This design comes from an exercise in tuning for small area on the open sky130 flow, not from production work. The RTL was checked by simulation tests, not by an equivalence proof against the original design. No activity file was given, so power comes from the tool's default toggle rates.

<file path="flow/run.sh">
#!/bin/bash
# synth_recipe.tcl (not shown) runs the flow's synth.tcl, then flattens the netlist and writes it again
# the make line also repeats each setting of config.mk as NAME=value (left out here)
make -C /OpenROAD-flow-scripts/flow DESIGN_CONFIG=/design/flow/config.mk WORK_HOME=/design/flow/orfs CLKGATE_MAP_FILE= SYNTH_SCRIPT=/design/flow/synth_recipe.tcl finish
</file>
<file path="flow/config.mk">
export PLATFORM = sky130hd
export DESIGN_NAME = Top_SR
export DESIGN_NICKNAME = Top_SR
export VERILOG_FILES = /design/flow/design.v
export SDC_FILE = /design/flow/constraint.sdc
export NUM_CORES = 4
export LEC_CHECK = 0
export CAP_MARGIN = 20
export CORE_MARGIN = 2
export CORE_UTILIZATION = 40
export PLACE_DENSITY = 0.6
export SLEW_MARGIN = 20
</file>
<file path="flow/constraint.sdc">
create_clock -name core_clock -period 10.0 [get_ports {clk_in}]
set_input_delay 2.0000 -clock core_clock [delete_from_list [all_inputs] [get_ports {clk_in}]]
set_output_delay 2.0000 -clock core_clock [all_outputs]
set_load 0.01 [all_outputs]
</file>
<file path="flow/design.v">
`timescale 1ns / 1ps
module SR_Control #(
    parameter DATA_WIDTH=170,
    parameter CNT_WIDTH=8
   ) (
    input [DATA_WIDTH-1:0] din,
    input clk,
    input rst,
    input start,
    output reg data_out,
    output reg load_sr,
    output reg clk_sr_en
    );
reg [CNT_WIDTH-1:0] count;
reg post;                                    
wire busy   = (count != 0);
wire last   = (count == DATA_WIDTH);
wire idle   = !busy && !load_sr && !post;
wire run    = (idle && start) || (busy && !last);
always @(posedge clk)
  clk_sr_en <= run && !rst;
always @(posedge clk or posedge rst)
  if (rst) begin
    count    <= 0;
    data_out <= 1'b0;
    load_sr  <= 1'b0;
    post     <= 1'b0;
  end else begin
    count    <= run ? count + 1'b1 : {CNT_WIDTH{1'b0}};
    data_out <= run & din[DATA_WIDTH-1-count];
    load_sr  <= busy && last;
    post     <= load_sr;
  end
endmodule
`timescale 1ns / 1ps
module Receive_Data #(parameter DATA_WIDTH=170,
                      parameter CNT_WIDTH=8
   ) (
    input data_in,
    input clk,
    input rst,
    input start,
    output reg [DATA_WIDTH-1:0] dout,
    output reg valid
    );
reg [CNT_WIDTH-1:0] cnt;
reg dly;                                     
reg [DATA_WIDTH:0] sr;
wire busy = (cnt != 0);
wire last = (cnt == DATA_WIDTH);
always @(posedge clk or posedge rst)
  if (rst) begin
    cnt   <= 0;
    dly   <= 1'b0;
    valid <= 1'b0;
  end else begin
    cnt   <= (dly || (busy && !last)) ? cnt + 1'b1 : {CNT_WIDTH{1'b0}};
    dly   <= !busy && !dly && start;
    valid <= last;
  end
always @(posedge clk)
  sr <= {sr[DATA_WIDTH-1:0], data_in};
always @(posedge clk)
  if (valid)
    dout <= sr[DATA_WIDTH:1];
endmodule
`timescale 1ns / 1ps
module Format_Data #(parameter DATA_WIDTH=170,
                     parameter VALID_WIDTH=32,
                     parameter FIFO_WIDTH=36
   ) (
    input clk,
    input rst,
    input start,
    input [DATA_WIDTH-1:0] data_in,
    input fifo_full,
    input valid,
    output reg fifo_wr_en,
    output [FIFO_WIDTH-1:0] data_out
    );
reg arm;                                     
reg hold;                                    
reg [3:0] k;                                 
reg z;                                       
wire idle = !arm && !fifo_wr_en && !hold;
wire go   = (arm && valid && !fifo_full) ||
            (fifo_wr_en && !fifo_full && k != 0) ||
            (hold && !fifo_full);
wire arm_n  = (idle && start) || (arm && !(valid && !fifo_full));
wire hold_n = (fifo_wr_en || hold) && fifo_full;
always @(posedge clk or posedge rst)
  if (rst) begin
    arm        <= 1'b0;
    fifo_wr_en <= 1'b0;
    hold       <= 1'b0;
  end else begin
    arm        <= arm_n;
    fifo_wr_en <= go;
    hold       <= hold_n;
  end
always @(posedge clk)
  if (arm_n) begin
    k <= 4'd6;
    z <= 1'b0;
  end else if (go) begin
    k <= k - 1'b1;
    z <= z || (k == 0);
  end
localparam NW = (DATA_WIDTH + VALID_WIDTH - 1) / VALID_WIDTH;
wire [NW*VALID_WIDTH-1:0] padded = {{(NW*VALID_WIDTH-DATA_WIDTH){1'b0}}, data_in};
reg [VALID_WIDTH-1:0] word;
integer i;
always @* begin
  word = {VALID_WIDTH{1'b0}};
  for (i = 0; i < NW; i = i + 1)
    if (!z && k == i)
      word = word | padded[i*VALID_WIDTH +: VALID_WIDTH];
end
assign data_out = {{(FIFO_WIDTH-VALID_WIDTH){1'b0}}, word};
endmodule
`timescale 1ns / 1ps
module Top_SR #(parameter WIDTH=170,
                parameter CNT_WIDTH=8,
                parameter VALID_WIDTH=32,
                parameter NUM_WIDTH=4,
                parameter FIFO_WIDTH=36,
                parameter SHIFT_DIRECTION=1,
                parameter READ_TRIG_SRC=0,
                parameter READ_DELAY=1
   ) (
    input clk_in,
    input rst,
    input start,
    input [WIDTH-1:0] din,
    input data_in,
    input fifo_full,
    output clk_sr_en,
    output data_out,
    output load_sr,
    output fifo_wr_en,
    output [FIFO_WIDTH-1:0] fifo_din
    );
wire valid;
wire [WIDTH-1:0] data_receive;
SR_Control #(.DATA_WIDTH(WIDTH), .CNT_WIDTH(CNT_WIDTH))
     sr_control_0(
        .din(din),
        .clk(clk_in),
        .rst(rst),
        .start(start),
        .data_out(data_out),
        .load_sr(load_sr),
        .clk_sr_en(clk_sr_en)
        );
Receive_Data #(.DATA_WIDTH(WIDTH), .CNT_WIDTH(CNT_WIDTH))
     receive_data_0(
        .data_in(data_in),
        .clk(clk_in),
        .rst(rst),
        .start(start),
        .valid(valid),
        .dout(data_receive)
        );
Format_Data #(.DATA_WIDTH(WIDTH), .VALID_WIDTH(VALID_WIDTH), .FIFO_WIDTH(FIFO_WIDTH))
     format_data_inst (
        .clk(clk_in),
        .rst(rst),
        .start(start),
        .data_in(data_receive),
        .fifo_full(fifo_full),
        .valid(valid),
        .fifo_wr_en(fifo_wr_en),
        .data_out(fifo_din)
        );
endmodule
</file>
==> run notes <==
worst reg2reg endpoint sr_control_0.data_out; largest net degree at the start of global routing between 60 and 70; CP Capture Type output pin; via count about 7.1k; Synth warnings 3; fin crit share 47.00%; Hold Crit Class reg2reg; TritonCTS clock tree done; max-cap violation count 0; routed wl met3 1365 um; Mapped Cells a little under 800; hold_buf cts 0; total congestion overflow 0; final setup vio count 0; r2r worst-path depth 11; post-layout min period 4.700 ns; Max Clk Rate 212.8 MHz; flops & latches, synth between 300 and 400; first-pass GRT wire length 42770 um; Post-synth EDFFs 170; CP Launch Point format_data_inst.k[0]; Critical Path Stages 7; most common cell after layout, fill and taps aside clkdlybuf4s50_1; sequential share of the synthesized area about three quarters; clk_skew between 0.01 and 0.015 ns; buffer count from post-CTS setup fixing 0; top layer in use met4; outcome timing/DRC/antenna clean; input/output buffers 210; met2 WL post-DR 12180 um; nets@finish between 1k and 1.5k; Worst R2R Start sr_control_0.count[1]; Initial Utilization 40.72%; Int Pwr between 2 and 3 mW; WL met1 between 10000 and 15000 um; CTS HTree Levels 2; Logic pwr share between 20% and 30%; crit-path max cell delay around 0.55 ns; Clk pin slew, worst setup/hold paths roughly 0.06 ns; unrepaired setup endpoints after global routing no; Peak supply drop between 100 and 150 uV; Avg WL per Cell between 15 and 20 um; chip width around 180 um; Sequential Power Share 43.4%; Async S/R FF share, synth 6.469%; share of cells above drive strength 1 a little under an eighth; Tot Pwr between 3 and 4 mW; most frequent cells in the layout 210 x clkdlybuf4s50_1, 177 x dfxtp_1, 170 x edfxtp_1; cell row count 64; initial antenna violation count 0; clock tree root buffer cell clkbuf_16; Distinct cells, synth between 50 and 60; CP Cell Sequence inv_1, ha_1, and3_1, buf_4, a22oi_1, nand3_1, clkdlybuf4s50_1; die area 32570 um2; I/O pin total approximately 220; # DRC 0; Final HPWL DP 17990 um; critical path class reg2out; fin. max-slew vios 0; Final Wtd Congestion between 0.9 and 1; switching pwr between 1 and 1.5 mW; GRT Util Overall 16.65%; WP buf/inv 3; Tightest Pin Transition slightly below 1 ns; post-layout instance area about 16000 um2; 1st-iter DRT viols 452; delay-heaviest family, CP buffers and inverters; Layout Utilization 52.66%; Clock power frac 34.3%; relative max-transition margin about a third; crit path DAT 2.70 ns; Placed Area about 15000 um2; Clock Sinks roughly 370; CP Capture Point fifo_din[9]; Synth Cell Area between 10000 and 15000 um2; Static Leak between 5 and 6 nW; Die Ht about 180 um; diode count 0; routed wire length between 20000 and 30000 um; Post-DRT Antenna Nets 0; crit start category flop; main flop type after synthesis dfxtp_1; Longest Clk Path Bufs 3; PwrDens 237.7 nW/um2; clock latency (worst-skew pair) between 0.5 and 0.6 ns; vias in the first global route about 7.4k; CP Max Fanout 32; reg2reg setup slack around 6.6 ns; DRT Pass-1 Iters 5; post-cts resize count 0; Post-Route Setup TNS 0 ns; Final Hold Vio Count 0; total CTS buffers 37; syn avg cell area about 16 um2; CP max stage cell clkdlybuf4s50_1; area grow syn2layout 29.32%; hold_ws roughly 0.33 ns; via/cell ratio between 5 and 6; Core ar. 30590 um2; Worst Path Required 8.00 ns; sw frac between 20% and 30%
-- per-stage QoR --
step / std cells / setup slack [ns]
2_1_floorplan: 786 / 4.839
3_3_place_gp: 1357 / 5.828
3_5_place_dp: 1357 / 5.841
4_1_cts: 1424 / 5.282
5_1_grt: 1424 / 5.111
6_report: 1424 / 5.300
-- state kept, by name (all words and copies together), names as in the netlist --
| signal | count |
|---|---|
| format_data_inst.arm | 1 |
| sr_control_0.post | 1 |
| sr_control_0.data_out | 1 |
| format_data_inst.z | 1 |
| sr_control_0.load_sr | 1 |
| receive_data_0.dout | 170 |
| format_data_inst.hold | 1 |
| sr_control_0.count | 8 |
| receive_data_0.cnt | 8 |
| sr_control_0.clk_sr_en | 1 |
| receive_data_0.dly | 1 |
| receive_data_0.valid | 1 |
| format_data_inst.fifo_wr_en | 1 |
| receive_data_0.sr | 171 |
| format_data_inst.k | 4 |
-- Yosys cell counts, drive strengths merged (2+ instances only) --
| cell | n | share of area (%) |
|---|---|---|
| a2111oi | 3 | 0.26 |
| a21oi | 6 | 0.24 |
| a22oi | 75 | 4.5 |
| a31oi | 4 | 0.20 |
| and2 | 7 | 0.35 |
| and3 | 7 | 0.35 |
| buf | 16 | 0.94 |
| clkbuf | 30 | 0.90 |
| dfrtp | 24 | 4.8 |
| dfxtp | 177 | 28 |
| edfxtp | 170 | 41 |
| ha | 13 | 1.3 |
| inv | 10 | 0.30 |
| mux2 | 4 | 0.36 |
| mux2i | 7 | 0.56 |
| mux4 | 40 | 7.2 |
| nand2 | 52 | 1.6 |
| nand3 | 42 | 1.7 |
| nand4 | 6 | 0.30 |
| nor2 | 25 | 0.75 |
| nor2b | 6 | 0.30 |
| nor3 | 6 | 0.24 |
| nor4 | 2 | 0.10 |
| o211ai | 3 | 0.18 |
| o21a | 2 | 0.12 |
| o21ai | 6 | 0.24 |
| o311ai | 2 | 0.14 |
| or2 | 2 | 0.10 |
| or3 | 3 | 0.15 |
| xnor2 | 10 | 0.76 |
| xor2 | 9 | 0.63 |
-- layout make-up --
class,instances,area (um2)
Sequential cell,371,9254
Multi-Input combinational cell,359,2958
Clock inverter,20,163.9
Inverter,10,37.54
Tap cell,396,495.5
Clock buffer,47,1015
Fill cell,2549,14480
Timing Repair Buffer,221,2185
-- per-layer routing --
metal  up-vias  global-route usage, %
met5         -                      0
met4         0                  5.290
met3        48                  3.254
met2       197                  25.47
met1      3520                  24.02
li1       3382                      -
-- power by group through the flow --
stage / registers, mW / clock network [mW] / logic, mW
finish: 1.66 / 1.31 / 0.853
global route: 1.67 / 1.41 / 0.932
CTS: 1.66 / 1.34 / 0.858
detailed placement: 1.70 / 0 / 0.856
global placement: 1.70 / 0 / 0.856
floorplan: 1.67 / 0 / 0.651
-- cell families after synthesis --
| logic type | count (synthesis) | share of synthesized area [%] |
|---|---|---|
| compound gates | 111 | 6.550 |
| xor+xnor | 19 | 1.396 |
| mux | 51 | 8.157 |
| flops | 371 | 74.25 |
| simple gates | 161 | 6.158 |
| buf+inv | 56 | 2.150 |
| other cells | 1 | 0.03011 |
| fa+ha+maj | 13 | 1.306 |
-- worst min-delay path by stage --
stage,start,endpoint,slack (ns),cells after the start
floorplan,receive_data_0.sr[0],receive_data_0.sr[1],0.31,0
global placement,receive_data_0.sr[0],receive_data_0.sr[1],0.31,0
detailed placement,receive_data_0.sr[0],receive_data_0.sr[1],0.31,0
CTS,receive_data_0.sr[0],receive_data_0.sr[1],0.33,0
global route,receive_data_0.sr[0],receive_data_0.sr[1],0.34,0
finish,receive_data_0.sr[0],receive_data_0.sr[1],0.33,0

[afterwards: timing with drivers on the ports]
How much do the figures lean on ideal ports? The routed layout below was timed once more, with nothing changed but the port constraints.
Step 1, drivers: a clkbuf_16 drives clk_in and a buf_2 each remaining input, both assumed.
Step 2 adds t to the input delays and takes it off the output delays; t is the mean of the earliest and latest rising clock arrival at the registers after step 1. Input paths then give back, and output paths get back, about the clock's delay inside the block.
Three values: no drivers, after step 1, after step 2; two values: the first two.
t, ns: 0.561
setup slack, ns: 5.300 / 5.252 / 5.814
hold WS [ns]: 0.334 / 0.334 / 0.334
worst register clock-pin slew, ns: 0.07 / 0.07
cell pins on the clock port's net: 1
After both steps this run still meets setup and hold. For this run, drivers alone change the setup slack by -0.048 ns; drivers and shift together by +0.514 ns.
